This design comes from an exercise in tuning for small area and a short achievable clock period on the open sky130 flow, not from production work.
Only simulation tests tie the RTL to the original design; equivalence was not proved.
No run shown here takes its clock network from TritonCTS; it comes from the design's own scripts or RTL.
The clock port is modelled as an ideal driver, which makes a skipped or thinned clock tree look cheaper than it is; a real chip needs a root buffer or a tree.
Power is estimated from default activity; no workload was simulated.

## flow/flow/run.sh

```bash
#!/bin/bash
# The standard layout, with the clock tree built by flow/cts_tree.tcl.
set -euo pipefail
here=$(pwd)
export PRE_CTS_TCL="$here/flow/cts_tree.tcl"
bash standard.sh > "$here/standard.log" 2>&1
```

## flow/constraint.sdc

```tcl
create_clock -name core_clock -period 6.0 [get_ports {wclk}]
set_input_delay 1.2000 -clock core_clock [delete_from_list [all_inputs] [get_ports {wclk}]]
set_output_delay 1.2000 -clock core_clock [all_outputs]
set_load 0.01 [all_outputs]
```

## flow/standard.sh

```bash
#!/bin/bash
# synth_recipe.tcl (not shown) runs the flow's synth.tcl, then flattens the netlist and writes it again
# the make line also repeats each setting of config.mk as NAME=value (left out here)
make -C /OpenROAD-flow-scripts/flow DESIGN_CONFIG=/design/flow/config.mk WORK_HOME=/design/flow/orfs CLKGATE_MAP_FILE= SYNTH_SCRIPT=/design/flow/synth_recipe.tcl "${@:-finish}"
```

## flow/design.v

```verilog
module SPI_SLAVE (
    input            MOSI,
    input            SS_n,
    input            clk,
    input            rst_n,
    input      [7:0] rd_data,    
    output reg       MISO,
    output           pre,        
    output reg       act,        
    output reg [9:0] word
);
    localparam IC = 2'd0, WR = 2'd1, RA = 2'd2, RD = 2'd3;
    reg [1:0] mode;
    reg [4:0] k;
    reg       flag;              
    reg [7:0] dout;              
    reg       at14;              
    assign pre = !SS_n && at14;
    always @(posedge clk)
        word <= {word[8:0], MOSI};
    always @(posedge clk or negedge rst_n) begin
        if (!rst_n) begin
            mode <= IC;
            k    <= 5'd3;
            flag <= 1'b0;
            at14 <= 1'b0;
            act  <= 1'b0;
            MISO <= 1'b0;
            dout <= 8'd0;
        end else begin
            act  <= pre;
            at14 <= !SS_n && mode != IC && k == 5'd13;
            MISO <= 1'b0;
            if (act && word[9:8] == 2'b11)
                dout <= rd_data;
            if (SS_n) begin
                mode <= IC;
                k    <= 5'd3;
                if (mode == IC || mode == WR)
                    flag <= 1'b0;
            end else begin
                case (mode)
                    IC: begin
                        if (k == 5'd3) begin
                            k <= 5'd4;
                        end else begin
                            k    <= 5'd5;
                            mode <= MOSI ? (flag ? RD : RA) : WR;
                        end
                    end
                    WR, RA: begin
                        if (k != 5'd15)
                            k <= k + 5'd1;
                        if (mode == WR)
                            flag <= 1'b0;
                        else if (k == 5'd14)
                            flag <= 1'b1;
                    end
                    RD: begin
                        k <= (k == 5'd24) ? 5'd3 : k + 5'd1;
                        if (k == 5'd14)
                            flag <= 1'b0;
                        if (k[4:3] == 2'b10)
                            MISO <= dout[k[2:0]];
                    end
                endcase
            end
        end
    end
endmodule
module RAM (
    input             clk,
    input             rst_n,
    input             pre,       
    input             MOSI,
    input             act,       
    input      [9:0]  din,
    output reg [7:0]  P
);
    localparam NR = 22;
    reg [1:0] c3, c4;
    reg       rho;
    reg [3:0] ra;
    reg [5:0] rb;
    reg [1:0] H, lo;
    reg       z;
    reg       pend;          
    reg       cmr;           
    reg       ncmr;          
    reg       capr;          
    reg       cap0r;         
    reg [7:0] pdata;
    reg [7:0] T;             
    reg       rhoT;          
    wire [1:0] n3 = c3[1] ? 2'd0 : c3 + 2'd1;
    wire [1:0] n4 = c4 + 2'd1;
    always @(posedge clk) begin
        c3  <= n3;
        c4  <= n4;
        rho <= rho ^ (n3 == 2'd0 && n4 == 2'd0);
    end
    wire [5:0] x = din[6:1];
    reg  [4:0] q;
    reg  [1:0] hq;
    always @(*) begin
        if (x[1:0] != 2'd3) begin
            q  = {1'b0, x[5:2]};
            hq = x[1:0];
        end else if (x[3:2] != 2'd3) begin
            q  = {3'b100, x[5:4]};
            hq = x[3:2];
        end else if (x[5:4] != 2'd3) begin
            q  = 5'd20;
            hq = x[5:4];
        end else begin
            q  = 5'd21;
            hq = 2'd0;
        end
    end
    always @(posedge clk) begin
        if (pre && !din[7]) begin
            ra <= 4'b0001 << q[1:0];
            rb <= 6'b000001 << q[4:2];
            H  <= hq;
            lo <= {din[0], MOSI};
        end else if (pre && z) begin
            ra <= 4'b0001;
            rb <= 6'b000001;
            H  <= 2'd0;
            lo <= 2'd0;
        end
    end
    wire is21 = ra[1] && rb[5];
    always @(posedge clk or negedge rst_n) begin
        if (!rst_n)
            z <= 1'b1;
        else if (act)
            z <= 1'b0;
    end
    wire write_op = act && din[9:8] == 2'b01;
    wire pend_n   = write_op || (pend && !cmr);
    wire match_n  = n4 == lo && (is21 || n3 == H);
    always @(posedge clk) begin
        if (write_op)
            pdata <= din[7:0];
        pend  <= pend_n;
        cmr   <= pend_n && match_n;
        ncmr  <= !(pend_n && match_n);
        capr  <= match_n;
        cap0r <= n3 == 2'd0 && n4 == 2'd0;
    end
    wire [8*NR-1:0] tap;
    wire [8*NR-1:0] tap1;
    wire [7:0] wd = pdata ^ {8{rho}};
    genvar r;
    generate
        for (r = 0; r < NR; r = r + 1) begin : g_ring
            localparam L = (r == NR - 1) ? 4 : 12;
            reg [8*L-1:0] f;
            wire we   = cmr && ra[r % 4] && rb[r / 4];
            wire we_n = ncmr || !ra[r % 4] || !rb[r / 4];
            wire [7:0] last = f[8*L-1:8*L-8];
            if (r == NR - 1) begin : g_plain
                always @(posedge clk)
                    f <= {f[8*L-9:0], we ? pdata : last};
            end else begin : g_inv
                always @(posedge clk)
                    f <= {f[8*L-9:0], ~((last | {8{we}}) & (wd | {8{we_n}}))};
            end
            assign tap[8*r +: 8]  = last;
            assign tap1[8*r +: 8] = f[8*L-9:8*L-16];
        end
    endgenerate
    reg [7:0] tsel;
    integer i;
    always @(*) begin
        tsel = 8'd0;
        for (i = 0; i < NR; i = i + 1)
            tsel = tsel | (tap1[8*i +: 8] & {8{ra[i % 4] && rb[i / 4]}});
    end
    always @(posedge clk) begin
        T    <= tsel;
        rhoT <= (rho ^ (n3 == 2'd0 && n4 == 2'd0)) && !is21;
    end
    wire       rz  = ra[0] && rb[0] && H == 2'd0 && lo == 2'd0;
    wire [7:0] tv  = T ^ {8{rhoT}};
    wire [7:0] t0v = tap[7:0] ^ {8{rho}};
    always @(posedge clk) begin
        if (z) begin
            if (cap0r)
                P <= (pend && rz) ? pdata : t0v;
        end else begin
            if (capr)
                P <= pend ? pdata : tv;
        end
    end
endmodule
module SPI_Wrapper (
    input   MOSI,
    input   wclk,
    input   wrst_n,
    input   SS_n,
    output  MISO
);
    wire       pre;
    wire       act;
    wire [9:0] word;
    wire [7:0] rd_data;
    SPI_SLAVE SPI (
        .MOSI(MOSI),
        .SS_n(SS_n),
        .clk(wclk),
        .rst_n(wrst_n),
        .rd_data(rd_data),
        .MISO(MISO),
        .pre(pre),
        .act(act),
        .word(word)
    );
    RAM Ram (
        .clk(wclk),
        .rst_n(wrst_n),
        .pre(pre),
        .MOSI(MOSI),
        .act(act),
        .din(word),
        .P(rd_data)
    );
endmodule
```

## flow/config.mk

```make
export PLATFORM = sky130hd
export DESIGN_NAME = SPI_Wrapper
export DESIGN_NICKNAME = SPI_Wrapper
export VERILOG_FILES = /design/flow/design.v
export SDC_FILE = /design/flow/constraint.sdc
export NUM_CORES = 4
export LEC_CHECK = 0
export CAP_MARGIN = 20
export CORE_MARGIN = 2
export CORE_UTILIZATION = 50
export SETUP_SLACK_MARGIN = 3.9
export SLEW_MARGIN = 20
```

## flow/flow/cts_tree.tcl

```tcl
# Sourced by ORFS's cts.tcl before clock tree synthesis (PRE_CTS_TCL).
# Replaces TritonCTS with a two-level tree: the clock port drives 4 root
# buffers; each root drives the leaf buffers of one quarter of the die; each
# leaf buffer drives about 32 nearby flip-flops. Sinks are split into groups
# of equal size by recursive bisection along the longer side, so every
# flip-flop sees the same two buffers and about the same load.

proc my_tree_bisect { items n } {
  if { $n <= 1 } { return [list $items] }
  set xs {}; set ys {}
  foreach p $items { lappend xs [lindex $p 1]; lappend ys [lindex $p 2] }
  set xs [lsort -integer $xs]; set ys [lsort -integer $ys]
  set key [expr { ([lindex $xs end] - [lindex $xs 0]) >= ([lindex $ys end] - [lindex $ys 0]) ? 1 : 2 }]
  set s [lsort -integer -index $key $items]
  set n1 [expr { $n / 2 }]
  set k [expr { int(round(double([llength $s]) * $n1 / $n)) }]
  return [concat [my_tree_bisect [lrange $s 0 [expr { $k - 1 }]] $n1] \
                 [my_tree_bisect [lrange $s $k end] [expr { $n - $n1 }]]]
}

proc my_tree_center { g } {
  set sx 0; set sy 0
  foreach p $g { incr sx [lindex $p 1]; incr sy [lindex $p 2] }
  set n [llength $g]
  return [list [expr { $sx / $n }] [expr { $sy / $n }]]
}

rename clock_tree_synthesis my_triton_cts
proc clock_tree_synthesis { args } {
  set leaf_size 32
  set nroot 4
  set buf sky130_fd_sc_hd__clkbuf_16
  set block [ord::get_db_block]
  set master [[ord::get_db] findMaster $buf]
  set src [lindex [get_property [lindex [all_clocks] 0] sources] 0]
  set clk [$block findNet [get_full_name $src]]
  set sinks {}
  foreach it [$clk getITerms] {
    set bb [[$it getInst] getBBox]
    lappend sinks [list $it [expr { ([$bb xMin] + [$bb xMax]) / 2 }] [expr { ([$bb yMin] + [$bb yMax]) / 2 }]]
  }
  set nleaf [expr { int(ceil(double([llength $sinks]) / $leaf_size)) }]
  set nleaf [expr { int(ceil(double($nleaf) / $nroot)) * $nroot }]
  set leaves {}
  set i 0
  foreach g [my_tree_bisect $sinks $nleaf] {
    lassign [my_tree_center $g] cx cy
    set inst [odb::dbInst_create $block $master "clkbuf_leaf_${i}_wclk"]
    $inst setLocation $cx $cy
    $inst setPlacementStatus PLACED
    set net [odb::dbNet_create $block "clknet_leaf_${i}_wclk"]
    $net setSigType CLOCK
    foreach p $g {
      set it [lindex $p 0]
      $it disconnect
      $it connect $net
    }
    [$inst findITerm X] connect $net
    lappend leaves [list $inst $cx $cy]
    incr i
  }
  set j 0
  foreach g [my_tree_bisect $leaves $nroot] {
    lassign [my_tree_center $g] cx cy
    set inst [odb::dbInst_create $block $master "clkbuf_root_${j}_wclk"]
    $inst setLocation $cx $cy
    $inst setPlacementStatus PLACED
    set net [odb::dbNet_create $block "clknet_root_${j}_wclk"]
    $net setSigType CLOCK
    foreach p $g { [[lindex $p 0] findITerm A] connect $net }
    [$inst findITerm X] connect $net
    [$inst findITerm A] connect $clk
    incr j
  }
  puts "bench clock tree: [llength $sinks] sinks, $nleaf leaf buffers, $nroot root buffers"
  set_propagated_clock [all_clocks]
}
```

==> summary.md, run 1 <==
| Metric | Value |
|---|---|
| Overall global routing resource usage | 15.9% |
| Max-slew headroom | 38.2% |
| Hold-fix buffers at CTS | 0 |
| Maximum VDD drop | 0.287 mV |
| Min-Delay Path Class | flip-flop to flip-flop |
| DRT iter0 DRCs | 1407 |
| WP data required | 4800 ps |
| Synthesized area | 0.0472 mm^2 |
| Total of max-cap violations | 0 |
| First-pass GRT wire length | 116000 um |
| Mapped Cells | roughly 2800 |
| Most common cell after layout, fill and taps aside | dfxtp_1 |
| Layout area overhead | 7.12% |
| Post-synth top area share | 88.1% |
| Total wire length | 79400 um |
| Cell taking the most area after synthesis | dfxtp_1 |
| Worst Path Max Fanout | 1 |
| Max incr delay on CP | 380 ps |
| End of the worst register-to-register path | Ram.g_ring[17].f[5] |
| Tot Pwr | 20.2 mW |
| Setup WS post-layout | 3780 ps |
| Port Buffer Count | 4 |
| Worst hold margin | 311 ps |
| DRC violations left | 0 |
| Worst-path cell chain | buf_2 |
| Sequential share of the synthesized area | 91.1% |
| CP Capture Point | MISO |
| Slew Limit Fails | 0 |
| Fin util | 54.1% |
| Arrival time of the worst setup path | around 1000 ps |
| Placement Cell Area | 0.0486 mm^2 |
| Worst Setup SP | SPI.MISO |
| GP Congestion | 0.851 |
| Remaining global-route overflow | 0 |
| Fin. Hold Viols | 0 |
| Per-cell routed wire length | 19.6 um |
| Slew @ Worst Pin | between 900 and 1000 ps |
| Rows | 112 |
| Die Ht | 311 um |
| I/O Pins | 5 |
| Die W | 311 um |
| Non-filler cells, final | 4050 |
| Worst Clk Skew | 33.0 ps |
| Share of cells above drive strength 1 | roughly 5.3% |
| Leak | 19.9 nW |
| WP buf/inv | 1 |
| FILL cells | between 7000 and 8000 |
| Min Clock Period, post-route | 2220 ps |
| Status | finished clean |
| DR pass1 iterations | 7 |
| Crit-path leading delay family | flip-flops |
| Crit path depth | 1 |
| Unique masters post-synth | 60 |
| R2R cell count | 4 |
| Post-route cell area | 0.0506 mm^2 |
| Reg clk slew, reported paths | around 120 ps |
| Setup Viol. Count Final | 0 |
| Placed cells | slightly below 4000 |
| Most frequent cells in the layout | 2074 x dfxtp_1, 177 x o22ai_1, 72 x clkbuf_16, 34 x nand2_1, 32 x a22oi_1 |
| Vias in the first global route | between 15000 and 20000 |
| Crit-path slowest cell | dfrtp_1 |
| PD cells | 399 mW/mm^2 |
| Setup repair after global routing missed its margin | yes |
| Core area | between 0.09 and 0.1 mm^2 |
| Insertion delay to the later sink of the worst-skew pair | about 520 ps |
| Die ar. | just under 0.1 mm^2 |
| Worst hold path depth | 0 |
| DR vias/cell | 4.71 |
| Syn Nets | 2795 |
| Initial antenna violation count | 10 |
| R2R Path Start | Ram.rho |
| Post-route clock period utilization | 37.0% |
| Hpwl dp | 52000 um |
| Most used DFF post-synth | dfxtp_1 |
| Fin nets | 2809 |
| Pre-CTS setup slack | 3110 ps |
| Detailed-route via count | 19066 |
| Sum Neg Setup Slack | 0 ps |
| Largest net degree at the start of global routing | 38 |
| Post-synth ARST share | 0.940% |
| Critical Path Source Type | flip-flop |
| Endpoint class of the critical path | output pin |
| Fmax | 450 MHz |
| Worst Path Class, Setup | flip-flop to output pin |
| Routed Antenna Nets | 0 |
| Synthesized flop and latch total | 2127 |
| Most area-consuming cells after synthesis | dfxtp_1 88%, o22ai_1 2.3%, edfxtp_1 1.9%, dfrtp_1 0.90%, clkbuf_1 0.54% |
| Syn avg cell area | 17.0 um^2 |
| YS warnings | 2 |
| FF-to-FF setup slack | 3940 ps |
| Initial Utilization | 50.5% |
| EDFF count, synth | 30 |
[state kept, by name, indices dropped and copies added (netlist names), 2 cells and up]
register	flops
SPI.mode	2
Ram.H	2
Ram.pdata	8
Ram.rb	6
Ram.P	8
Ram.T	8
Ram.ra	4
Ram.c4	2
Ram.lo	2
Ram.g_ring.f	2048
SPI.k	5
SPI.word	10
SPI.dout	8
Ram.c3	2
[power by group]
part / internal (mW) / total (mW) / switching, mW
logic: 0.0642 / 0.151 / 0.0867
clock network: 2.15 / 5.80 / 3.64
registers: 14.2 / 14.2 / 0.0364
[cells in the mapped netlist, types with 4 or more instances]
| library cell | number |
|---|---|
| ha_1 | 9 |
| xnor2_1 | 10 |
| or3_1 | 4 |
| a32oi_1 | 4 |
| clkbuf_1 | 68 |
| dfxtp_1 | 2077 |
| dfrtp_1 | 17 |
| edfxtp_1 | 30 |
| buf_2 | 14 |
| a211oi_1 | 5 |
| o21ai_0 | 11 |
| nand3b_1 | 6 |
| nand2b_1 | 4 |
| xor2_1 | 17 |
| and2_1 | 7 |
| inv_1 | 15 |
| a222oi_1 | 24 |
| mux2i_1 | 17 |
| a22oi_1 | 32 |
| a22o_1 | 15 |
| o211ai_1 | 4 |
| a21oi_1 | 27 |
| nor3_1 | 8 |
| nand3_1 | 19 |
| mux2_2 | 19 |
| o22ai_1 | 177 |
| and3_1 | 24 |
| nor2_1 | 24 |
| or2_2 | 8 |
| nand2_1 | 35 |
[worst min path at each step]
stage | startpoint | end | slack, ps
2_1_floorplan | Ram.g_ring[0].f[2] | Ram.g_ring[0].f[10] | 310
4_1_cts | Ram.g_ring[0].f[33] | Ram.g_ring[0].f[41] | 320
3_3_place_gp | Ram.g_ring[17].f[57] | Ram.g_ring[17].f[65] | 310
3_5_place_dp | Ram.g_ring[10].f[12] | Ram.g_ring[10].f[20] | 310
6_report | Ram.g_ring[1].f[64] | Ram.g_ring[1].f[72] | 310
5_1_grt | Ram.g_ring[0].f[33] | Ram.g_ring[0].f[41] | 320
[routing by layer]
metal	share of wire, %	wire length, um	GRT usage, %
met2	42	33700	24.2
met5	0.010	8	0
met3	5.0	3950	2.03
met1	50	39400	24.0
met4	3.0	2360	4.08
[layout make-up]
class	count	area, um^2	share of cell area (%)
flip-flops and latches	2127	43000	85.0
inverters	19	78.8	0.156
diodes	2	5.00	0.00990
plain buffers	72	1800	3.56
well taps	1254	1570	3.10
multi-input cells	548	3850	7.62
repair buffers	28	262	0.517
[what timing repair did]
action / CTS / global route
pin swaps: 0 / 1
resized for setup: 15 / 17
buffers inserted: 7 / 0
setup endpoints to repair: 155 / 28
[logic make-up (layout without fill, tap and decap cells)]
logic type / after synthesis / in the layout / share of synthesized area (%)
multiplexers: 38 / 38 / 0.909
buffers and inverters: 107 / 119 / 0.915
adder cells (fa/ha/maj): 9 / 9 / 0.239
other: 0 / 2 / 0
flip-flops: 2127 / 2127 / 91.1
XOR/XNOR: 27 / 27 / 0.501
AND/OR/NAND/NOR: 154 / 154 / 1.72
AO/OA/AOI/OAI: 320 / 320 / 4.65
==> inputs of run 2 (changes only) <==
--- a/flow/config.mk
+++ b/flow/config.mk
@@ -6,7 +6,7 @@
 export NUM_CORES = 4
 export LEC_CHECK = 0
-export CAP_MARGIN = 20
+export CAP_MARGIN = 30
 export CORE_MARGIN = 2
 export CORE_UTILIZATION = 50
 export SETUP_SLACK_MARGIN = 3.9
-export SLEW_MARGIN = 20
+export SLEW_MARGIN = 30
==> summary.md, run 2 <==
| Metric | Value |
|---|---|
| Status | finished clean |
| WP buf/inv | 1 (unchanged) |
| Biggest regs | Ram.g_ring.f: 2048 flops, SPI.word: 10 flops |
| Hold-fix buffers at CTS | 0 (unchanged) |
| Layout area overhead | 7.11% (about the same) |
| Rows | 112 (unchanged) |
| Slew @ Worst Pin | 791 ps (-132 ps) |
| Crit-path leading delay family | flip-flops |
| Die Ht | 311 um (unchanged) |
| Vias in the first global route | 18165 (unchanged) |
| WP data required | 4800 ps (about the same) |
| Arrival time of the worst setup path | 1020 ps (about the same) |
| Syn Nets | 2795 (unchanged) |
| DR vias/cell | 4.71 (about the same) |
| Most frequent cells in the layout | 2074 x dfxtp_1, 177 x o22ai_1, 72 x clkbuf_16, 34 x nand2_1, 32 x a22oi_1 |
| PD cells | 399 mW/mm^2 (about the same) |
| R2R Path Start | Ram.rho |
| Top cells by count, synth | 2077 x dfxtp_1, 177 x o22ai_1, 68 x clkbuf_1 |
| Synthesized area | 0.0472 mm^2 (unchanged) |
| Port Buffer Count | 4 (unchanged) |
| Crit-path slowest cell | dfrtp_1 |
| GP Congestion | 0.851 (unchanged) |
| DRC violations left | 0 (unchanged) |
| Leak | 19.9 nW (unchanged) |
| Reg with most FFs | Ram.g_ring.f |
| Fin nets | 2809 (unchanged) |
| I/O Pins | 5 (unchanged) |
| Most common cell after layout, fill and taps aside | dfxtp_1 |
| Overall global routing resource usage | 15.9% (unchanged) |
| Worst Clk Skew | 32.8 ps (-0.179 ps) |
| Syn avg cell area | 17.0 um^2 (unchanged) |
| EDFF count, synth | 30 (unchanged) |
| YS warnings | 2 (unchanged) |
| Per-cell routed wire length | 19.6 um (about the same) |
| Largest net degree at the start of global routing | 38 (unchanged) |
| Post-route clock period utilization | 37.0% (about the same) |
| Sum Neg Setup Slack | 0 ps (unchanged) |
| Min Clock Period, post-route | 2220 ps (-0.210 ps) |
| Routed Antenna Nets | 0 (unchanged) |
| Setup Viol. Count Final | 0 (unchanged) |
| Remaining global-route overflow | 0 (unchanged) |
| Setup repair after global routing missed its margin | yes |
| Critical Path Source Type | flip-flop |
| Worst Setup SP | SPI.MISO |
| Die ar. | 0.0969 mm^2 (unchanged) |
| Most used DFF post-synth | dfxtp_1 |
| Reg clk slew, reported paths | 120 ps (about the same) |
| Initial Utilization | 50.5% (unchanged) |
| Min-Delay Path Class | flip-flop to flip-flop |
| DRT iter0 DRCs | 1407 (unchanged) |
| Maximum VDD drop | 0.287 mV (unchanged) |
| Core area | 0.0935 mm^2 (unchanged) |
| Sequential share of the synthesized area | 91.1% (unchanged) |
| Tot Pwr | 20.2 mW (about the same) |
| Total wire length | 79400 um (about the same) |
| Fmax | 450 MHz (about the same) |
| DR pass1 iterations | 7 (unchanged) |
| Max incr delay on CP | 380 ps (about the same) |
| Detailed-route via count | 19069 (+0.016%) |
| Synthesized flop and latch total | 2127 (unchanged) |
| Slew Limit Fails | 0 (unchanged) |
| Post-synth top area share | 88.1% (unchanged) |
| Count leader, synth | dfxtp_1 |
| Cell taking the most area after synthesis | dfxtp_1 |
| Post-synth ARST share | 0.940% (unchanged) |
| Fin. Hold Viols | 0 (unchanged) |
| Die W | 311 um (unchanged) |
| Endpoint class of the critical path | output pin |
| Mapped Cells | 2782 (unchanged) |
| Share of cells above drive strength 1 | 5.30% (+0.036 points) |
| Worst hold margin | 311 ps (+0.165 ps) |
| Max-slew headroom | 47.1% (+8.8 points) |
| Most area-consuming cells after synthesis | dfxtp_1 88%, o22ai_1 2.3%, edfxtp_1 1.9%, dfrtp_1 0.90%, clkbuf_1 0.54% |
| First-pass GRT wire length | 116000 um (unchanged) |
| Insertion delay to the later sink of the worst-skew pair | 520 ps (about the same) |
| Unique masters post-synth | 60 (unchanged) |
| Hold_sp | Ram.g_ring[1].f[64] |
| Max reg flops | 2048 (unchanged) |
| Worst Path Class, Setup | flip-flop to output pin |
| Worst Path Max Fanout | 1 (unchanged) |
| Worst-path cell chain | buf_2 |
| FILL cells | 7381 (+0.014%) |
| Initial antenna violation count | 10 (unchanged) |
| Hpwl dp | 52000 um (unchanged) |
| Total of max-cap violations | 0 (unchanged) |
[run 2: logic make-up after synthesis]
| logic type | share of synthesized area [%] |
|---|---|
| buf+inv | 0.915 |
| fa+ha+maj | 0.239 |
| xor+xnor | 0.501 |
| flops | 91.1 |
| simple gates | 1.72 |
| mux | 0.909 |
| compound gates | 4.65 |
[run 2: metrics by stage]
stage,utilization (%),instance area [um^2],cells,worst slack [ps]
global route,54.1,50600,4048,3700
CTS,54.0,50500,4048,3730
detailed placement,52.0,48600,3969,3110
finish,54.1,50600,4050,3780
global placement,52.0,48600,3969,3090
floorplan,-,47200,2782,3860
[run 2: path summary, 6_finish.rpt]
check	depth (start not counted)	slack, ps	endpoint
max	1	3780	MISO
min	0	310	Ram.g_ring[1].f[72]
max reg2reg	4	3940	Ram.g_ring[17].f[5]
min reg2reg	0	310	Ram.g_ring[1].f[72]
max in group asynchronous	1	5050	Ram.z
min in group asynchronous	1	600	SPI.mode[0]
[run 2: timing repair]
item,CTS,global route
pin swaps,0,1
resized for setup,15,17
setup buffers,7,0
endpoints found under the setup margin,155,28
[run 2: cell type report]
cell class	instances	area [um^2]	share of cell area, %
Sequential cell	2127	43000	85.0
Buffer	72	1800	3.56
Antenna cell	2	5.00	0.00990
Multi-Input combinational cell	548	3850	7.62
Tap cell	1254	1570	3.10
Inverter	19	78.8	0.156
Timing Repair Buffer	28	256	0.507
[run 2: worst register-to-register path: stages (launching register included)]
cell and delay, ps:
dfxtp_4 570, xor2_1 370, buf_4 290, or2_2 440, o22ai_1 230
[run 2: metal layers]
| metal | wire length (um) | track usage, % | up-vias |
|---|---|---|---|
| li1 | - | - | 9142 |
| met1 | 39400 | 24.0 | 9371 |
| met2 | 33700 | 24.2 | 427 |
| met3 | 3920 | 2.03 | 127 |
| met4 | 2360 | 4.08 | 2 |
| met5 | 8 | 0 | - |
[run 2: where the power goes]
| group | total [mW] | switching [mW] | internal (mW) |
|---|---|---|---|
| Combinational | 0.151 | 0.0866 | 0.0639 |
| Clock | 5.79 | 3.64 | 2.15 |
| Sequential | 14.2 | 0.0364 | 14.2 |
| Total | 20.2 | 3.77 | 16.4 |
==> inputs of run 3 (changes only) <==
--- a/flow/config.mk
+++ b/flow/config.mk
@@ -8,5 +8,5 @@
 export CAP_MARGIN = 30
 export CORE_MARGIN = 2
-export CORE_UTILIZATION = 50
+export CORE_UTILIZATION = 70
 export SETUP_SLACK_MARGIN = 3.9
 export SLEW_MARGIN = 30
==> summary.md, run 3 <==
| Metric | Value |
|---|---|
| Status | finished clean |
| Combinational share of power | 0.7% (about the same) |
| Initial antenna violation count | 2 (-8) |
| Cell internal pwr | 16.4 mW (about the same) |
| Hpwl dp | 50700 um (-2.5%) |
| Worst hold margin | 308 ps (-3.23 ps) |
| Maximum VDD drop | 0.340 mV (+19%) |
| DR pass1 iterations | 9 (+2) |
| Multi-input logic area | 0.00387 mm^2 (+0.49%) |
| Critical Path Source Type | flip-flop |
| Fin nets | 2827 (+0.64%) |
| Endpoint class of the critical path | output pin |
| Worst-path cell chain | buf_2 |
| FILL cells | 3954 (-46%) |
| Total of max-cap violations | 0 (unchanged) |
| Flop pwr share | 70.4% (about the same) |
| Insertion delay to the later sink of the worst-skew pair | 510 ps (about the same) |
| WP data required | 4800 ps (about the same) |
| FF/Latch Area | 0.0430 mm^2 (about the same) |
| GP Congestion | 0.838 (-1.6%) |
| Reg clk slew, reported paths | 120 ps (about the same) |
| Rows | 95 (-15%) |
| Setup WS post-layout | 3780 ps (-0.750 ps) |
| Hold-fix buffers at CTS | 0 (unchanged) |
| WP buf/inv | 1 (unchanged) |
| Most area-consuming cells after synthesis | dfxtp_1 88%, o22ai_1 2.3%, edfxtp_1 1.9%, dfrtp_1 0.90%, clkbuf_1 0.54% |
| Tot Pwr | 20.2 mW (+0.12%) |
| Setup repair after global routing missed its margin | yes |
| Remaining global-route overflow | 0 (unchanged) |
| Routed Antenna Nets | 0 (unchanged) |
| Pre-CTS setup slack | 3140 ps (+28.2 ps) |
| Sequential share of the synthesized area | 91.1% (unchanged) |
| Largest net degree at the start of global routing | 38 (unchanged) |
| Die ar. | 0.0695 mm^2 (-28%) |
| First-pass GRT wire length | 119000 um (+2.3%) |
| Biggest regs | Ram.g_ring.f: 2048 flops, SPI.word: 10 flops |
| Sum Neg Setup Slack | 0 ps (unchanged) |
| Total wire length | 82100 um (+3.4%) |
| PD cells | 401 mW/mm^2 (+0.62%) |
| Cell taking the most area after synthesis | dfxtp_1 |
| Min Clock Period, post-route | 2220 ps (+0.750 ps) |
| Post-synth ARST share | 0.940% (unchanged) |
| Mapped Cells | 2782 (unchanged) |
| Crit-path slowest cell | dfrtp_1 |
| Die Ht | 264 um (-15%) |
| Min-Delay Path Class | flip-flop to flip-flop |
| Crit path depth | 1 (unchanged) |
| DRC violations left | 0 (unchanged) |
| Most common cell after layout, fill and taps aside | dfxtp_1 |
| I/O Pins | 5 (unchanged) |
| Arrival time of the worst setup path | 1020 ps (about the same) |
| YS warnings | 2 (unchanged) |
| Layout area overhead | 6.58% |
| Reg with most FFs | Ram.g_ring.f |
| Die W | 264 um (-15%) |
| P_sw | 3.79 mW (+0.58%) |
| Synthesized flop and latch total | 2127 (unchanged) |
| Worst Clk Skew | 34.3 ps (+1.50 ps) |
| EDFF count, synth | 30 (unchanged) |
| Most frequent cells in the layout | 2075 x dfxtp_1, 177 x o22ai_1, 75 x clkbuf_16, 34 x nand2_1 |
| Setup Viol. Count Final | 0 (unchanged) |
| Synthesized area | 0.0472 mm^2 (unchanged) |
| Per-cell routed wire length | 22.3 um (+14%) |
| Switching Share | 18.8% (+0.085 points) |
| Core area | 0.0669 mm^2 (-28%) |
| Fmax | 450 MHz (about the same) |
| Worst Path Class, Setup | flip-flop to output pin |
| Crit-path leading delay family | flip-flops |
| Max-slew headroom | 39.2% (-7.8 points) |
| Syn Nets | 2795 (unchanged) |
| Post-synth top area share | 88.1% (unchanged) |
| Syn avg cell area | 17.0 um^2 (unchanged) |
| Fin. Hold Viols | 0 (unchanged) |
| Worst hold path depth | 0 (unchanged) |
| DRT iter0 DRCs | 1726 (+23%) |
| Vias in the first global route | 18836 (+3.7%) |
| Clock power frac | 28.9% (about the same) |
| Slew Limit Fails | 0 (unchanged) |
| Initial Utilization | 70.5% (+20 points) |
| Slew @ Worst Pin | 911 ps (+119 ps) |
| Top cells by count, synth | 2077 x dfxtp_1, 177 x o22ai_1, 68 x clkbuf_1 |
| Most used DFF post-synth | dfxtp_1 |
| DR vias/cell | 5.23 (+11%) |
| Unique masters post-synth | 60 (unchanged) |
| Overall global routing resource usage | 23.0% (+7.2 points) |
| Leak | 20.0 nW (+0.74%) |
| Detailed-route via count | 19275 (+1.1%) |
| Max reg flops | 2048 (unchanged) |
| Port Buffer Count | 4 (unchanged) |
| R2R cell count | 5 (+1) |
| Post-route clock period utilization | 37.1% (about the same) |
| Max incr delay on CP | 380 ps (about the same) |
| Count leader, synth | dfxtp_1 |
| Worst Path Max Fanout | 1 (unchanged) |
| Share of cells above drive strength 1 | 6.01% (+0.71 points) |
-- run 3: cells by family after synthesis --
group | Yosys count | synth area share, %
xor+xnor | 27 | 0.501
fa+ha+maj | 9 | 0.239
mux | 38 | 0.909
compound gates | 320 | 4.65
flops | 2127 | 91.1
buf+inv | 107 | 0.915
simple gates | 154 | 1.72
-- run 3: cell type report --
type	instances	share of cell area (%)
sequential	2127	85.5
multi-input combinational	548	7.69
buffer	72	3.58
tap	873	2.17
timing repair buffer	46	0.945
inverter	19	0.144
antenna	1	0.00497
-- run 3: worst paths after layout --
| check | startpoint | to | slack, ps |
|---|---|---|---|
| worst max-delay path | SPI.MISO | MISO | 3780 |
| max in group asynchronous | wrst_n | SPI.k[1] | 5030 |
| worst min-delay path | Ram.g_ring[1].f[74] | Ram.g_ring[1].f[82] | 310 |
| worst max register to register | Ram.ra[0] | Ram.T[4] | 3950 |
| worst min register to register | Ram.g_ring[1].f[74] | Ram.g_ring[1].f[82] | 310 |
| min in group asynchronous | wrst_n | SPI.mode[1] | 620 |
-- run 3: repair_timing --
| item | 4_1_cts | 5_1_grt |
|---|---|---|
| gates cloned | 0 | 3 |
| buffers inserted | 8 | 13 |
| endpoints found under the setup margin | 155 | 39 |
| pin swaps | 2 | 2 |
| resized for setup | 27 | 17 |
-- run 3: power groups by stage --
stage | logic [mW] | clock network, mW | registers [mW]
floorplan | 0.126 | 0 | 14.5
global placement | 0.148 | 0 | 14.5
detailed placement | 0.148 | 0 | 14.5
CTS | 0.149 | 5.88 | 14.2
global route | 0.169 | 6.34 | 14.2
finish | 0.150 | 5.82 | 14.2
-- run 3: layer usage --
metal	track usage (%)	wire, um	share of wire (%)	vias up
met4	4.93	2250	2.7	0
met3	2.68	4740	5.8	135
li1	-	-	-	9191
met5	0	0	0	-
met1	34.8	38600	47	9420
met2	36.4	36500	44	529
-- run 3: stage by stage --
| stage | utilization (%) | std cells | area, um^2 |
|---|---|---|---|
| detailed placement | 71.9 | 3589 | 48100 |
| CTS | 74.8 | 3669 | 50100 |
| finish | 75.2 | 3686 | 50300 |
| global route | 75.2 | 3685 | 50300 |
| floorplan | - | 2782 | 47200 |
| global placement | 71.9 | 3589 | 48100 |
==> inputs of run 4 (changes only) <==
--- a/flow/config.mk
+++ b/flow/config.mk
@@ -6,7 +6,8 @@
 export NUM_CORES = 4
 export LEC_CHECK = 0
+export ABC_AREA = 1
 export CAP_MARGIN = 30
 export CORE_MARGIN = 2
-export CORE_UTILIZATION = 70
-export SETUP_SLACK_MARGIN = 3.9
+export CORE_UTILIZATION = 50
+export SETUP_SLACK_MARGIN = 3.8
 export SLEW_MARGIN = 30
==> summary.md, run 4 <==
| Metric | Value |
|---|---|
| Crit-path slowest cell | dfrtp_1 |
| Critical Path Source Type | flip-flop |
| EDFF count, synth | 30 (unchanged) |
| Max reg flops | 2048 (unchanged) |
| Most area-consuming cells after synthesis | dfxtp_1 87%, o22ai_1 2.2%, nand2_1 2.1%, edfxtp_1 1.9%, nand3_1 1.5% |
| FF-to-FF setup slack | 3950 ps (about the same) |
| Syn avg cell area | 15.5 um^2 (-8.8%) |
| Worst hold margin | 310 ps (+2.31 ps) |
| Post-synth top area share | 87.0% (-1.1 points) |
| Syn Nets | 3104 (+11%) |
| R2R cell count | 3 (-2) |
| Biggest regs | Ram.g_ring.f: 2048 flops, SPI.word: 10 flops |
| Worst hold path depth | 0 (unchanged) |
| Fin nets | 3146 (+11%) |
| Setup Viol. Count Final | 0 (unchanged) |
| WP buf/inv | 1 (unchanged) |
| Clock power frac | 28.8% (about the same) |
| PD cells | 395 mW/mm^2 (-1.6%) |
| Share of cells above drive strength 1 | 4.95% (-1.1 points) |
| Rows | 113 (+19%) |
| Synth Area in Simple Gates | 5.01% (+3.3 points) |
| Core area | 0.0949 mm^2 (+42%) |
| Main combinational cell family by area after synthesis | simple AND/OR/NAND/NOR gates |
| Detailed-route via count | 19991 (+3.7%) |
| Maximum VDD drop | 0.268 mV (-21%) |
| Min-Delay Path Class | flip-flop to flip-flop |
| Die Ht | 313 um (+19%) |
| Die ar. | 0.0981 mm^2 (+41%) |
| Cell taking the most area after synthesis | dfxtp_1 |
| Max-slew headroom | 43.2% (+3.9 points) |
| Reg with most FFs | Ram.g_ring.f |
| Max incr delay on CP | 380 ps (about the same) |
| Switching Share | 18.9% (+0.12 points) |
| Mapped Cells | 3091 (+11%) |
| Unique masters post-synth | 35 (-42%) |
| First-pass GRT wire length | 118000 um (-1.2%) |
| Vias in the first global route | 19791 (+5.1%) |
| Reg clk slew, reported paths | 110 ps (about the same) |
| Most common cell after layout, fill and taps aside | dfxtp_1 |
| GP Congestion | 0.798 (-4.7%) |
| FILL cells | 7629 (+93%) |
| Largest net degree at the start of global routing | 39 (+2.6%) |
| Min Clock Period, post-route | 2240 ps (+17.7 ps) |
| Multiplexer share of the synthesized area | 0.118% (-0.79 points) |
| Overall global routing resource usage | 15.7% (-7.4 points) |
| Die W | 313 um (+19%) |
| DRT iter0 DRCs | 1373 (-20%) |
| Setup WS post-layout | 3760 ps (-17.7 ps) |
| Worst Path Class, Setup | flip-flop to output pin |
| DRC violations left | 0 (unchanged) |
| Total of max-cap violations | 0 (unchanged) |
| Sum Neg Setup Slack | 0 ps (unchanged) |
| Synthesized flop and latch total | 2127 (unchanged) |
| Slew Limit Fails | 0 (unchanged) |
| Worst-path cell chain | buf_2 |
| Remaining global-route overflow | 0 (unchanged) |
| Cell internal pwr | 16.4 mW (about the same) |
| Post-synth ARST share | 0.940% (unchanged) |
| Insertion delay to the later sink of the worst-skew pair | 520 ps (about the same) |
| I/O Pins | 5 (unchanged) |
| YS warnings | 2 (unchanged) |
| Worst Clk Skew | 36.6 ps (+2.30 ps) |
| Post-route cell area | 0.0512 mm^2 (+1.8%) |
| Flop pwr share | 70.4% (about the same) |
| Non-filler cells, final | 4396 (+19%) |
| Per-cell routed wire length | 17.8 um (-20%) |
| Setup repair after global routing missed its margin | yes |
| Placed cells | 4319 (+20%) |
| Hold Crit Endpoint | Ram.g_ring[16].f[85] |
| Most used DFF post-synth | dfxtp_1 |
| Initial Utilization | 50.4% (-20 points) |
| R2R Path Start | Ram.rho |
| P_sw | 3.82 mW (+0.77%) |
| Port Buffer Count | 4 (unchanged) |
| Leak | 20.6 nW (+3.0%) |
| Top cells by count, synth | 2077 x dfxtp_1, 268 x nand2_1, 169 x o22ai_1 |
| Compound-cell area share of the yosys netlist | 2.77% (-1.9 points) |
| Total wire length | 78100 um (-4.9%) |
| XOR/XNOR share of the synthesized area | 0.552% (+0.051 points) |
| Post-route clock period utilization | 37.3% (+0.30 points) |
| Placement Cell Area | 0.0493 mm^2 (+2.5%) |
| Routed Antenna Nets | 0 (unchanged) |
| Fin. Hold Viols | 0 (unchanged) |
| Synthesized area | 0.0478 mm^2 (+1.3%) |
| End of the worst register-to-register path | Ram.g_ring[15].f[5] |
| Antenna Cells | 0 (-1) |
| Crit-path leading delay family | flip-flops |
| Endpoint class of the critical path | output pin |
| Hold_sp | Ram.g_ring[16].f[77] |
| FF/Latch Area | 0.0430 mm^2 (about the same) |
| Worst Path Max Fanout | 1 (unchanged) |
| WP data required | 4800 ps (about the same) |
| Initial antenna violation count | 0 (-2) |
| DR pass1 iterations | 7 (-2) |
| Slew @ Worst Pin | 851 ps (-59.2 ps) |
| Multi-input logic area | 0.00428 mm^2 (+11%) |
| Most frequent cells in the layout | 2076 x dfxtp_1, 268 x nand2_1, 169 x o22ai_1, 142 x nand3_1, 98 x nor2_1 |
| Sequential share of the synthesized area | 89.9% (-1.2 points) |
| DR vias/cell | 4.55 (-13%) |
| Pre-CTS setup slack | 3040 ps (-97.0 ps) |
| Layout area overhead | 7.09% |
| Hpwl dp | 49100 um (-3.1%) |
| Status | finished clean |
| Fmax | 446 MHz (-0.79%) |
| Arrival time of the worst setup path | 1040 ps (+20 ps) |
| Combinational share of power | 0.8% (about the same) |
| Post-Synth Adder-Cell Area | 0.236% (-0.0030 points) |
| Count leader, synth | dfxtp_1 |
## run 4: cell types whose count changed after synthesis, moves of 11 or more
cell / change
and3_1: -24
nand3_1: +123
a21oi_1: -11
buf_2: +32
nor2_2: +21
nand2_1: +233
mux2_2: -14
a22oi_1: -32
nor2_1: +74
clkbuf_1: -66
a222oi_1: -24
a22o_1: -15
mux2i_1: -17
inv_1: +68
## run 4: cell families (layout without fill, tap and decap cells)
kind of cell / Yosys count / in the layout
AOI/OAI and AO/OA: 220 / 220
muxes: 5 / 5
DFF: 2127 / 2127
and+or+nand+nor: 554 / 554
adders and majority gates: 9 / 9
buffers and inverters: 148 / 188
xor gates and xnor gates: 28 / 28
## run 4: per-layer routing
metal,vias to the layer above,share of wire (%),global-route usage [%]
met5,-,0,0
met4,0,3.8,4.88
met3,154,4.0,1.70
met2,338,43,24.3
met1,9616,50,23.2
li1,9883,-,-
## run 4: repair_timing
| item | CTS | global route |
|---|---|---|
| pin swaps | 0 | 1 |
| gates resized for setup | 7 | 2 |
| buffers inserted | 3 | 2 |
| setup endpoints to repair | 43 | 7 |
| hold buffers | 0 | 0 |
## run 4: through the flow
stage | power (mW) | utilization, %
2_1_floorplan | 14.6 | -
3_3_place_gp | 14.7 | 52.0
3_5_place_dp | 14.7 | 52.0
4_1_cts | 20.3 | 53.9
5_1_grt | 20.8 | 54.0
6_report | 20.2 | 54.0
## run 4: layout make-up
cell class / instances / share of cell area, %
buffer: 72 / 3.52
inverter: 89 / 0.657
multi-input combinational: 816 / 8.36
sequential: 2127 / 84.0
tap: 1265 / 3.09
timing repair buffer: 27 / 0.396
## run 4: worst max-delay path by stage
stage | from | endpoint | slack (ps) | cells after the start
floorplan | SS_n | Ram.H[0] | 3810 | 3
global placement | SS_n | Ram.ra[3] | 3100 | 4
detailed placement | SS_n | Ram.ra[3] | 3040 | 4
CTS | SPI.MISO | MISO | 3720 | 1
global route | SPI.MISO | MISO | 3710 | 1
finish | SPI.MISO | MISO | 3760 | 1
## run 4: power groups by stage
| stage | clock network, mW | logic (mW) | registers, mW |
|---|---|---|---|
| after global routing | 6.42 | 0.199 | 14.2 |
| after global placement | 0 | 0.175 | 14.5 |
| final | 5.82 | 0.170 | 14.2 |
| after CTS | 5.94 | 0.173 | 14.2 |
| after floorplan | 0 | 0.134 | 14.5 |
| after detailed placement | 0 | 0.172 | 14.5 |
==> inputs of run 5 (changes only) <==
--- a/flow/config.mk
+++ b/flow/config.mk
@@ -6,5 +6,4 @@
 export NUM_CORES = 4
 export LEC_CHECK = 0
-export ABC_AREA = 1
 export CAP_MARGIN = 30
 export CORE_MARGIN = 2
==> summary.md, run 5 <==
| Metric | Value |
|---|---|
| Status | finished clean |
| Slew @ Worst Pin | 921 ps (+70.0 ps) |
| Synthesized flop and latch total | 2127 (unchanged) |
| Min Clock Period, post-route | 2210 ps (-28.2 ps) |
| R2R Path Start | Ram.rb[4] |
| Post-synth top area share | 88.1% (+1.1 points) |
| Worst Path Max Fanout | 1 (unchanged) |
| Slew Limit Fails | 0 (unchanged) |
| Fin. Hold Viols | 0 (unchanged) |
| Post-route clock period utilization | 36.9% (-0.47 points) |
| PD cells | 399 mW/mm^2 (+1.2%) |
| Most common cell after layout, fill and taps aside | dfxtp_1 |
| Vias in the first global route | 18000 (-9.0%) |
| Count leader, synth | dfxtp_1 |
| Layout area overhead | 6.93% |
| Sequential share of the synthesized area | 91.1% (+1.2 points) |
| Biggest regs | Ram.g_ring.f: 2048 flops, SPI.word: 10 flops |
| Total wire length | 78600 um (+0.66%) |
| Max-slew headroom | 38.5% (-4.7 points) |
| Worst Setup SP | SPI.MISO |
| WP buf/inv | 1 (unchanged) |
| DR pass1 iterations | 7 (unchanged) |
| WP data required | 4800 ps (about the same) |
| Cell taking the most area after synthesis | dfxtp_1 |
| Initial antenna violation count | 1 (+1) |
| Setup repair after global routing missed its margin | yes |
| Leak | 19.8 nW (-3.7%) |
| Synthesized area | 0.0472 mm^2 (-1.3%) |
| Unique masters post-synth | 60 (+71%) |
| Tot Pwr | 20.2 mW (-0.19%) |
| I/O Pins | 5 (unchanged) |
| Hpwl dp | 51000 um (+3.9%) |
| GP Congestion | 0.846 (+5.9%) |
| Cell internal pwr | 16.4 mW (about the same) |
| DRC violations left | 0 (unchanged) |
| Reg clk slew, reported paths | 120 ps (about the same) |
| Fin util | 54.0% (about the same) |
| Die W | 311 um (-0.63%) |
| Reg with most FFs | Ram.g_ring.f |
| Sum Neg Setup Slack | 0 ps (unchanged) |
| Top cells by count, synth | 2077 x dfxtp_1, 177 x o22ai_1, 68 x clkbuf_1 |
| DR vias/cell | 4.68 (+2.8%) |
| DRT iter0 DRCs | 1472 (+7.2%) |
| Per-cell routed wire length | 19.4 um (+9.3%) |
| YS warnings | 2 (unchanged) |
| P_sw | 3.77 mW (-1.2%) |
| Initial Utilization | 50.5% (+0.11 points) |
| Total of max-cap violations | 0 (unchanged) |
| Flop pwr share | 70.5% (about the same) |
| Max reg flops | 2048 (unchanged) |
| Switching Share | 18.7% (-0.19 points) |
| Worst hold margin | 302 ps (-7.88 ps) |
| Arrival time of the worst setup path | 1010 ps (-30 ps) |
| Most area-consuming cells after synthesis | dfxtp_1 88%, o22ai_1 2.3%, edfxtp_1 1.9%, dfrtp_1 0.90%, clkbuf_1 0.54% |
| Largest net degree at the start of global routing | 38 (-2.6%) |
| Crit-path leading delay family | flip-flops |
| Mapped Cells | 2782 (-10%) |
| Maximum VDD drop | 0.257 mV (-4.2%) |
| Insertion delay to the later sink of the worst-skew pair | 510 ps (about the same) |
| Fin nets | 2805 (-11%) |
| Combinational share of power | 0.8% (about the same) |
| Setup Viol. Count Final | 0 (unchanged) |
| Post-synth ARST share | 0.940% (unchanged) |
| Max incr delay on CP | 380 ps (about the same) |
| Core area | 0.0935 mm^2 (-1.5%) |
| Syn Nets | 2795 (-10%) |
| Routed Antenna Nets | 0 (unchanged) |
| Min-Delay Path Class | flip-flop to flip-flop |
| Share of cells above drive strength 1 | 4.91% (-0.040 points) |
| Worst Clk Skew | 33.5 ps (-3.11 ps) |
| Clock power frac | 28.8% (about the same) |
| Hold_sp | Ram.g_ring[0].f[23] |
| Worst-path cell chain | buf_2 |
| Detailed-route via count | 18925 (-5.3%) |
| Worst Path Class, Setup | flip-flop to output pin |
| Crit-path slowest cell | dfrtp_1 |
| Overall global routing resource usage | 15.7% (about the same) |
| FILL cells | 7376 (-3.3%) |
| Critical Path Source Type | flip-flop |
| Fmax | 452 MHz (+1.3%) |
| Syn avg cell area | 17.0 um^2 (+9.7%) |
| Remaining global-route overflow | 0 (unchanged) |
| Most frequent cells in the layout | 2075 x dfxtp_1, 177 x o22ai_1, 72 x clkbuf_16, 34 x nand2_1, 32 x a22oi_1 |
| Most used DFF post-synth | dfxtp_1 |
| Port Buffer Count | 4 (unchanged) |
| First-pass GRT wire length | 115000 um (-2.1%) |
| Rows | 112 (-0.88%) |
| Endpoint class of the critical path | output pin |
| Die ar. | 0.0969 mm^2 (-1.2%) |
| Die Ht | 311 um (-0.63%) |
| EDFF count, synth | 30 (unchanged) |
run 5: cell types whose count changed in the layout (fill, tap and decap cells not counted), moves of 14 or more:
cell	delta
and3_1	+24
nand2_1	-234
mux2i_1	+17
nor2_2	-20
nor2_1	-75
a22o_1	+15
nand3_1	-123
mux2_2	+14
a222oi_1	+24
inv_1	-67
a22oi_1	+32
run 5: path summary, 6_finish.rpt:
path	end	slack [ps]	cells after the start
setup / recovery	MISO	3790	1
hold / removal	Ram.g_ring[0].f[31]	300	0
setup reg to reg	Ram.T[1]	3880	5
hold reg to reg	Ram.g_ring[0].f[31]	300	0
max in group asynchronous	Ram.z	5010	1
min in group asynchronous	SPI.act	620	1
run 5: area by class of cell:
| class | count | area, um^2 | area share, % |
|---|---|---|---|
| multi-input cells | 548 | 3820 | 7.57 |
| repair buffers | 24 | 208 | 0.412 |
| flip-flops and latches | 2127 | 43000 | 85.2 |
| well taps | 1254 | 1570 | 3.11 |
| diodes | 4 | 10.0 | 0.0198 |
| plain buffers | 72 | 1800 | 3.57 |
| inverters | 19 | 75.1 | 0.149 |
run 5: through the flow:
step	instances	cell area, um^2	setup WS [ps]
global placement	3971	48600	3120
floorplan	2782	47200	3810
detailed placement	3971	48600	3120
global route	4044	50500	3730
finish	4048	50500	3790
CTS	4044	50400	3740
run 5: cell families (layout without fill, tap and decap cells):
family,count (synthesis),count (layout),synth area share [%]
simple gates,154,154,1.72
compound gates,320,320,4.65
flops,2127,2127,91.1
mux,38,38,0.909
xor+xnor,27,27,0.501
other cells,0,4,0
buf+inv,107,115,0.915
fa+ha+maj,9,9,0.239
run 5: power groups by stage:
stage,Sequential (mW),Clock (mW),Combinational [mW]
floorplan,14.5,0,0.124
global placement,14.5,0,0.159
detailed placement,14.5,0,0.153
CTS,14.2,5.93,0.153
global route,14.2,6.42,0.173
finish,14.2,5.80,0.154
run 5: what timing repair did:
action                                  CTS  global route
gates resized for setup                  12             9
gates cloned                              0             0
pin swaps                                 0             1
hold buffers                              0             0
setup buffers                             1             0
endpoints found under the setup margin   96            12
run 5: worst register-to-register path, cell delays in order, from the launching register on:
cell,delay (ps)
edfxtp_1,410
buf_6,240
and2_2,360
a32oi_1,220
nand3_1,200
or4_1,570
run 5: metal layers:
metal	part of all wire [%]	GRT usage, %	vias to the layer above	wire length (um)
met5	0	0	-	0
met1	50	24.0	9270	39300
met3	4.4	1.71	123	3480
li1	-	-	9153	-
met4	2.8	3.74	0	2210
met2	43	24.0	379	33700
==> inputs of run 6 (changes only) <==
--- a/flow/config.mk
+++ b/flow/config.mk
@@ -9,4 +9,5 @@
 export CORE_MARGIN = 2
 export CORE_UTILIZATION = 50
+export GPL_TIMING_DRIVEN = 0
 export SETUP_SLACK_MARGIN = 3.8
 export SLEW_MARGIN = 30
==> summary.md, run 6 <==
| Metric | Value |
|---|---|
| Hpwl dp | 54100 um (+6.0%) |
| Slew Limit Fails | 0 (unchanged) |
| Sequential share of the synthesized area | 91.1% (unchanged) |
| GP Congestion | 0.921 (+8.9%) |
| R2R Path Start | Ram.rb[0] |
| Sum Neg Setup Slack | 0 ps (unchanged) |
| Share of cells above drive strength 1 | 6.96% (+2.1 points) |
| Hold Crit Endpoint | Ram.g_ring[5].f[8] |
| Post-synth ARST share | 0.940% (unchanged) |
| Grt met2 use | 25.3% (+1.3 points) |
| Post-synth top area share | 88.1% (unchanged) |
| Fin nets | 2888 (+3.0%) |
| Top cells by count, synth | 2077 x dfxtp_1, 177 x o22ai_1, 68 x clkbuf_1 |
| Initial Utilization | 50.5% (unchanged) |
| DRC violations left | 0 (unchanged) |
| Max incr delay on CP | 570 ps (+190 ps) |
| Detailed-route via count | 19414 (+2.6%) |
| Fin. Hold Viols | 0 (unchanged) |
| DRT iter0 DRCs | 1446 (-1.8%) |
| Rows | 112 (unchanged) |
| Cell taking the most area after synthesis | dfxtp_1 |
| Vias in the first global route | 18782 (+4.3%) |
| Syn Nets | 2795 (unchanged) |
| Largest net degree at the start of global routing | 33 (-13%) |
| Placed cells | 4041 (+1.8%) |
| Multi-input logic area | 0.00389 mm^2 (+1.8%) |
| Most area-consuming cells after synthesis | dfxtp_1 88%, o22ai_1 2.3%, edfxtp_1 1.9%, dfrtp_1 0.90%, clkbuf_1 0.54% |
| Slew @ Worst Pin | 1060 ps (+142 ps) |
| Most frequent cells in the layout | 2077 x dfxtp_1, 174 x o22ai_1, 74 x clkbuf_16, 31 x nand2_1, 31 x clkbuf_1 |
| Min-Delay Path Class | flip-flop to flip-flop |
| Core area | 0.0935 mm^2 (unchanged) |
| Initial antenna violation count | 0 (-1) |
| Endpoint class of the critical path | flip-flop |
| Crit-path slowest cell | a222oi_1 |
| Syn avg cell area | 17.0 um^2 (unchanged) |
| WP buf/inv | 2 (+1) |
| Critical Path Source Type | flip-flop |
| Unique masters post-synth | 60 (unchanged) |
| WP data required | 6370 ps (+1570 ps) |
| Per-cell routed wire length | 20.0 um (+2.8%) |
| Total of max-cap violations | 0 (unchanged) |
| Synthesized flop and latch total | 2127 (unchanged) |
| Met3 Usage GRT | 2.21% (+0.49 points) |
| First-pass GRT wire length | 121000 um (+5.1%) |
| Arrival time of the worst setup path | 2610 ps (+1600 ps) |
| Die Ht | 311 um (unchanged) |
| Worst Path Max Fanout | 7 (+6) |
| PD cells | 395 mW/mm^2 (-1.2%) |
| Die ar. | 0.0969 mm^2 (unchanged) |
| Biggest regs | Ram.g_ring.f: 2048 flops, SPI.word: 10 flops |
| Max reg flops | 2048 (unchanged) |
| Most used DFF post-synth | dfxtp_1 |
| Leak | 20.1 nW (+1.6%) |
| Count leader, synth | dfxtp_1 |
| Setup repair after global routing missed its margin | yes |
| Maximum VDD drop | 0.272 mV (+5.7%) |
| Worst-path cell chain | buf_8 -> clkbuf_16 -> a222oi_1 -> o22ai_1 -> a2111oi_2 -> nand3_1 |
| Worst Path Class, Setup | flip-flop to flip-flop |
| Die W | 311 um (unchanged) |
| Max-slew headroom | 29.1% (-9.4 points) |
| Reg clk slew, reported paths | 110 ps (about the same) |
| YS warnings | 2 (unchanged) |
| Routed Antenna Nets | 0 (unchanged) |
| FF-to-FF setup slack | 3760 ps (-120 ps) |
| Post-route clock period utilization | 37.3% (+0.47 points) |
| Busiest grt layer | met2 |
| Reg with most FFs | Ram.g_ring.f |
| Remaining global-route overflow | 0 (unchanged) |
| Insertion delay to the later sink of the worst-skew pair | 520 ps (about the same) |
| Worst Clk Skew | 31.2 ps (-2.29 ps) |
| Overall global routing resource usage | 16.6% (+0.94 points) |
| EDFF count, synth | 30 (unchanged) |
| DR pass1 iterations | 6 (-1) |
| Most common cell after layout, fill and taps aside | dfxtp_1 |
| Mapped Cells | 2782 (unchanged) |
| Hold_sp | Ram.g_ring[5].f[0] |
| Min Clock Period, post-route | 2240 ps (+28.2 ps) |
| Worst hold path depth | 0 (unchanged) |
| I/O Pins | 5 (unchanged) |
| DR vias/cell | 4.70 (+0.50%) |
| FILL cells | 7429 (+0.72%) |
| Met1 usage | 24.9% (+0.92 points) |
| Layout area overhead | 8.18% |
| Crit-path leading delay family | compound AO/OA/AOI/OAI gates |
| Port Buffer Count | 4 (unchanged) |
| Non-filler cells, final | 4132 (+2.1%) |
| R2R cell count | 6 (+1) |
| Synthesized area | 0.0472 mm^2 (unchanged) |
| Setup Viol. Count Final | 0 (unchanged) |
| Total wire length | 82500 um (+4.9%) |
| Fmax | 446 MHz (-1.3%) |
| FF/Latch Area | 0.0430 mm^2 (about the same) |
| Status | finished clean |
| End of the worst register-to-register path | Ram.T[5] |
==> run 6: cell counts after synthesis <==
No cell type changed its count.
==> run 6: worst max-delay path by stage <==
| stage | startpoint | endpoint | cells past startpoint |
|---|---|---|---|
| after floorplan | SS_n | SPI.flag | 5 |
| after global placement | Ram.rb[2] | Ram.T[6] | 6 |
| after detailed placement | Ram.rb[4] | Ram.g_ring[16].f[2] | 5 |
| after CTS | SPI.MISO | MISO | 1 |
| after global routing | SPI.MISO | MISO | 1 |
| final | Ram.rb[0] | Ram.T[5] | 6 |
==> run 6: timing repair <==
action	CTS	global route
setup endpoints to repair	206	35
hold buffers	0	0
pin swaps	10	10
gates resized for setup	72	34
cloned	0	0
setup buffers	4	9
==> run 6: cell type report <==
cell class / instances / area share, %
repair buffers: 19 / 0.323
multi-input cells: 548 / 7.62
well taps: 1254 / 3.07
diodes: 5 / 0.0245
plain buffers: 160 / 4.64
flip-flops and latches: 2127 / 84.2
inverters: 19 / 0.142
==> run 6: where the power goes <==
part | total, mW | internal (mW) | leakage (nW) | switching (mW)
Combinational | 0.164 | 0.0666 | 1.82 | 0.0978
Clock | 5.80 | 2.15 | 0.887 | 3.65
Sequential | 14.2 | 14.2 | 17.4 | 0.0249
Total | 20.2 | 16.4 | 20.1 | 3.77
==> run 6: cell families after synthesis <==
| kind of cell | count (synthesis) | share of synthesized area (%) |
|---|---|---|
| flops | 2127 | 91.1 |
| simple gates | 154 | 1.72 |
| compound gates | 320 | 4.65 |
| mux | 38 | 0.909 |
| buf+inv | 107 | 0.915 |
| xor+xnor | 27 | 0.501 |
| fa+ha+maj | 9 | 0.239 |
==> run 6: metal layers <==
| metal | share of wire (%) | wire (um) | vias to the layer above |
|---|---|---|---|
| met3 | 5.4 | 4420 | 141 |
| met1 | 48 | 40000 | 9512 |
| met5 | 0 | 0 | - |
| li1 | - | - | 9318 |
| met2 | 43 | 35400 | 443 |
| met4 | 3.3 | 2680 | 0 |
==> run 6: stage by stage <==
step	power (mW)	worst slack [ps]	hold slack, ps	utilization [%]	area (um^2)
5_1_grt	20.8	3730	320	54.6	51000
3_3_place_gp	14.7	3020	310	52.2	48800
2_1_floorplan	14.6	3810	310	-	47200
3_5_place_dp	14.7	3060	312	52.3	48900
6_report	20.2	3760	309	54.6	51100
4_1_cts	20.3	3750	313	54.5	50900
==> run 6: worst register-to-register path, stage by stage, from the launching register on <==
cell and delay (ps):
edfxtp_1 410, buf_8 170, clkbuf_16 160, a222oi_1 570, o22ai_1 170, a2111oi_2 430, nand3_1 190
==> inputs of run 7 (changes only) <==
--- a/flow/flow/cts_tree.tcl
+++ b/flow/flow/cts_tree.tcl
@@ -2,5 +2,5 @@
 # Replaces TritonCTS with a two-level tree: the clock port drives 4 root
 # buffers; each root drives the leaf buffers of one quarter of the die; each
-# leaf buffer drives about 32 nearby flip-flops. Sinks are split into groups
+# leaf buffer drives about 28 nearby flip-flops. Sinks are split into groups
 # of equal size by recursive bisection along the longer side, so every
 # flip-flop sees the same two buffers and about the same load.
@@ -28,9 +28,9 @@
 rename clock_tree_synthesis my_triton_cts
 proc clock_tree_synthesis { args } {
-  set leaf_size 32
+  set leaf_size 28
   set nroot 4
-  set buf sky130_fd_sc_hd__clkbuf_16
   set block [ord::get_db_block]
-  set master [[ord::get_db] findMaster $buf]
+  set master [[ord::get_db] findMaster sky130_fd_sc_hd__clkbuf_16]
+  set lmaster [[ord::get_db] findMaster sky130_fd_sc_hd__clkbuf_16]
   set src [lindex [get_property [lindex [all_clocks] 0] sources] 0]
   set clk [$block findNet [get_full_name $src]]
@@ -46,5 +46,5 @@
   foreach g [my_tree_bisect $sinks $nleaf] {
     lassign [my_tree_center $g] cx cy
-    set inst [odb::dbInst_create $block $master "clkbuf_leaf_${i}_wclk"]
+    set inst [odb::dbInst_create $block $lmaster "clkbuf_leaf_${i}_wclk"]
     $inst setLocation $cx $cy
     $inst setPlacementStatus PLACED
--- a/flow/config.mk
+++ b/flow/config.mk
@@ -9,5 +9,4 @@
 export CORE_MARGIN = 2
 export CORE_UTILIZATION = 50
-export GPL_TIMING_DRIVEN = 0
-export SETUP_SLACK_MARGIN = 3.8
+export SETUP_SLACK_MARGIN = 3.9
 export SLEW_MARGIN = 30
==> summary.md, run 7 <==
| Metric | Value |
|---|---|
| Sum Neg Setup Slack | 0 ps (unchanged) |
| Synthesized flop and latch total | 2127 (unchanged) |
| Rows | 112 (unchanged) |
| Vias in the first global route | 18235 (-2.9%) |
| Setup WS post-layout | 3770 ps (+7.54 ps) |
| YS warnings | 2 (unchanged) |
| Port Buffer Count | 4 (unchanged) |
| Unique masters post-synth | 60 (unchanged) |
| Setup Viol. Count Final | 0 (unchanged) |
| Synthesized area | 0.0472 mm^2 (unchanged) |
| Leak | 20.0 nW (-0.88%) |
| Most common cell after layout, fill and taps aside | dfxtp_1 |
| Top cells by count, synth | 2077 x dfxtp_1, 177 x o22ai_1, 68 x clkbuf_1 |
| DR vias/cell | 4.70 (about the same) |
| Overall global routing resource usage | 15.9% (-0.67 points) |
| Worst Clk Skew | 42.7 ps (+11.5 ps) |
| Fin. Hold Viols | 0 (unchanged) |
| I/O Pins | 5 (unchanged) |
| Syn Nets | 2795 (unchanged) |
| Reg with most FFs | Ram.g_ring.f |
| Max-slew headroom | 43.7% (+15 points) |
| Hpwl dp | 52000 um (-3.9%) |
| Most frequent cells in the layout | 2074 x dfxtp_1, 177 x o22ai_1, 80 x clkbuf_16, 34 x nand2_1, 32 x a22oi_1 |
| Most area-consuming cells after synthesis | dfxtp_1 88%, o22ai_1 2.3%, edfxtp_1 1.9%, dfrtp_1 0.90%, clkbuf_1 0.54% |
| WP data required | 4800 ps (-1570 ps) |
| Post-route cell area | 0.0508 mm^2 (-0.57%) |
| Initial Utilization | 50.5% (unchanged) |
| Min Clock Period, post-route | 2230 ps (-7.54 ps) |
| Count leader, synth | dfxtp_1 |
| Tot Pwr | 20.4 mW (+1.2%) |
| WP buf/inv | 1 (-1) |
| Worst-path cell chain | buf_2 |
| Core area | 0.0935 mm^2 (unchanged) |
| Die W | 311 um (unchanged) |
| Detailed-route via count | 19072 (-1.8%) |
| Endpoint class of the critical path | output pin |
| First-pass GRT wire length | 117000 um (-3.1%) |
| Sequential share of the synthesized area | 91.1% (unchanged) |
| Syn avg cell area | 17.0 um^2 (unchanged) |
| Slew @ Worst Pin | 844 ps (-219 ps) |
| Min-Delay Path Class | flip-flop to flip-flop |
| Largest net degree at the start of global routing | 38 (+15%) |
| DRT iter0 DRCs | 1591 (+10%) |
| Share of cells above drive strength 1 | 5.60% (-1.4 points) |
| Critical Path Source Type | flip-flop |
| Total of max-cap violations | 0 (unchanged) |
| Max incr delay on CP | 370 ps (-200 ps) |
| Fmax | 448 MHz (+0.34%) |
| GP Congestion | 0.851 (-7.6%) |
| Max reg flops | 2048 (unchanged) |
| Post-synth ARST share | 0.940% (unchanged) |
| Routed Antenna Nets | 0 (unchanged) |
| EDFF count, synth | 30 (unchanged) |
| Insertion delay to the later sink of the worst-skew pair | 530 ps (about the same) |
| Setup repair after global routing missed its margin | yes |
| Biggest regs | Ram.g_ring.f: 2048 flops, SPI.word: 10 flops |
| Slew Limit Fails | 0 (unchanged) |
| Arrival time of the worst setup path | 1030 ps (-1580 ps) |
| Pre-CTS setup slack | 3110 ps (+56.2 ps) |
| Placement Cell Area | 0.0486 mm^2 (-0.51%) |
| Post-synth top area share | 88.1% (unchanged) |
| Cell taking the most area after synthesis | dfxtp_1 |
| Remaining global-route overflow | 0 (unchanged) |
| Initial antenna violation count | 11 (+11) |
| Status | finished clean |
| Post-route clock period utilization | 37.2% (-0.13 points) |
| Layout area overhead | 7.56% |
| Fin nets | 2818 (-2.4%) |
| Reg clk slew, reported paths | 110 ps (about the same) |
| Mapped Cells | 2782 (unchanged) |
| DRC violations left | 0 (unchanged) |
| Per-cell routed wire length | 19.6 um (-1.9%) |
| Total wire length | 79500 um (-3.6%) |
| Most used DFF post-synth | dfxtp_1 |
| Die Ht | 311 um (unchanged) |
| Worst Path Max Fanout | 1 (-6) |
| Crit-path leading delay family | flip-flops |
| Die ar. | 0.0969 mm^2 (unchanged) |
| Worst Path Class, Setup | flip-flop to output pin |
| PD cells | 402 mW/mm^2 (+1.8%) |
| Maximum VDD drop | 0.277 mV (+2.1%) |
| DR pass1 iterations | 7 (+1) |
| Crit-path slowest cell | dfrtp_1 |
run 7: per-layer routing:
metal	GRT usage, %	wire [um]	vias to the layer above	share of wire (%)
met3	1.70	4000	133	5.0
met4	4.34	2470	2	3.1
met2	24.3	33700	474	42
met5	0	13	-	0.016
li1	-	-	9150	-
met1	24.3	39200	9313	49
run 7: area by class of cell:
| type | count | area (um^2) |
|---|---|---|
| multi-input cells | 548 | 3860 |
| repair buffers | 29 | 260 |
| plain buffers | 80 | 2000 |
| inverters | 19 | 78.8 |
| flip-flops and latches | 2127 | 43000 |
| fillers | 7357 | 42700 |
| diodes | 2 | 5.00 |
| well taps | 1254 | 1570 |
run 7: stage by stage:
| stage | util, % | instances | hold WS [ps] |
|---|---|---|---|
| after floorplan | - | 2782 | 310 |
| after global placement | 52.0 | 3969 | 310 |
| after detailed placement | 52.0 | 3969 | 312 |
| after CTS | 54.3 | 4056 | 305 |
| after global routing | 54.3 | 4057 | 324 |
| final | 54.3 | 4059 | 296 |
run 7: what timing repair did:
item / 4_1_cts / 5_1_grt
cloned: 0 / 0
pin swaps: 0 / 2
endpoints found under the setup margin: 154 / 25
buffers inserted: 7 / 1
hold buffers: 0 / 0
resized for setup: 18 / 13
run 7: worst paths after layout:
| path | start | endpoint | slack, ps | depth (start not counted) |
|---|---|---|---|---|
| worst max register to register | Ram.rho | Ram.g_ring[17].f[5] | 3920 | 4 |
| max in group asynchronous | wrst_n | Ram.z | 5040 | 1 |
| worst max-delay path | SPI.MISO | MISO | 3770 | 1 |
| worst min-delay path | Ram.g_ring[0].f[33] | Ram.g_ring[0].f[41] | 300 | 0 |
| min in group asynchronous | wrst_n | SPI.at14 | 600 | 1 |
| worst min register to register | Ram.g_ring[0].f[33] | Ram.g_ring[0].f[41] | 300 | 0 |
run 7: cell families after synthesis:
group	synth area share, %
buffers and inverters	0.915
adders and majority gates	0.239
AOI/OAI and AO/OA	4.65
muxes	0.909
and+or+nand+nor	1.72
xor gates and xnor gates	0.501
DFF	91.1
run 7: power by group:
| group | leakage [nW] | internal [mW] | switching [mW] |
|---|---|---|---|
| clock | 0.986 | 2.37 | 3.68 |
| combinational | 1.55 | 0.0640 | 0.0864 |
| sequential | 17.4 | 14.2 | 0.0355 |

==> afterwards: timing with drivers on the ports <==
Ports are ideal in the flow. The routed layouts listed here were re-timed in OpenROAD.
Step 1: set_driving_cell puts a clkbuf_16 on wclk and a buf_2 on each other input, an assumption about the parent block.
Step 2 moves the port delays by t, midway between the first and last clock arrival at a register: inputs arrive t later, outputs are due t later. That takes back most of the time a late clock gives input paths.
a / b / c = no drivers / after step 1 / after step 2; a / b = the first two.
run | shift t [ns] | setup WS [ns] | hold slack, ns | latest minus earliest clock arrival (ns) | cell pins on the clock port's net
run 1 | 0.643 | 3.777 / 3.640 / 3.622 | 0.311 / 0.311 / 0.311 | 0.043 / 0.043 | 4
run 2 | 0.641 | 3.777 / 3.641 / 3.622 | 0.311 / 0.311 / 0.311 | 0.043 / 0.043 | 4
run 3 | 0.625 | 3.777 / 3.644 / 3.652 | 0.308 / 0.308 / 0.308 | 0.036 / 0.036 | 4
run 4 | 0.647 | 3.759 / 3.617 / 3.352 | 0.310 / 0.310 / 0.310 | 0.038 / 0.038 | 4
run 5 | 0.639 | 3.787 / 3.645 / 3.382 | 0.302 / 0.302 / 0.302 | 0.044 / 0.043 | 4
run 6 | 0.645 | 3.759 / 3.640 / 3.595 | 0.309 / 0.309 / 0.309 | 0.038 / 0.038 | 4
run 7 | 0.655 | 3.767 / 3.618 / 3.629 | 0.296 / 0.296 / 0.296 | 0.047 / 0.047 | 4
After both steps every run listed still meets setup and hold. The setup slack of run 4, which loses most, moves by -0.142 ns with the drivers and by -0.407 ns with both steps.
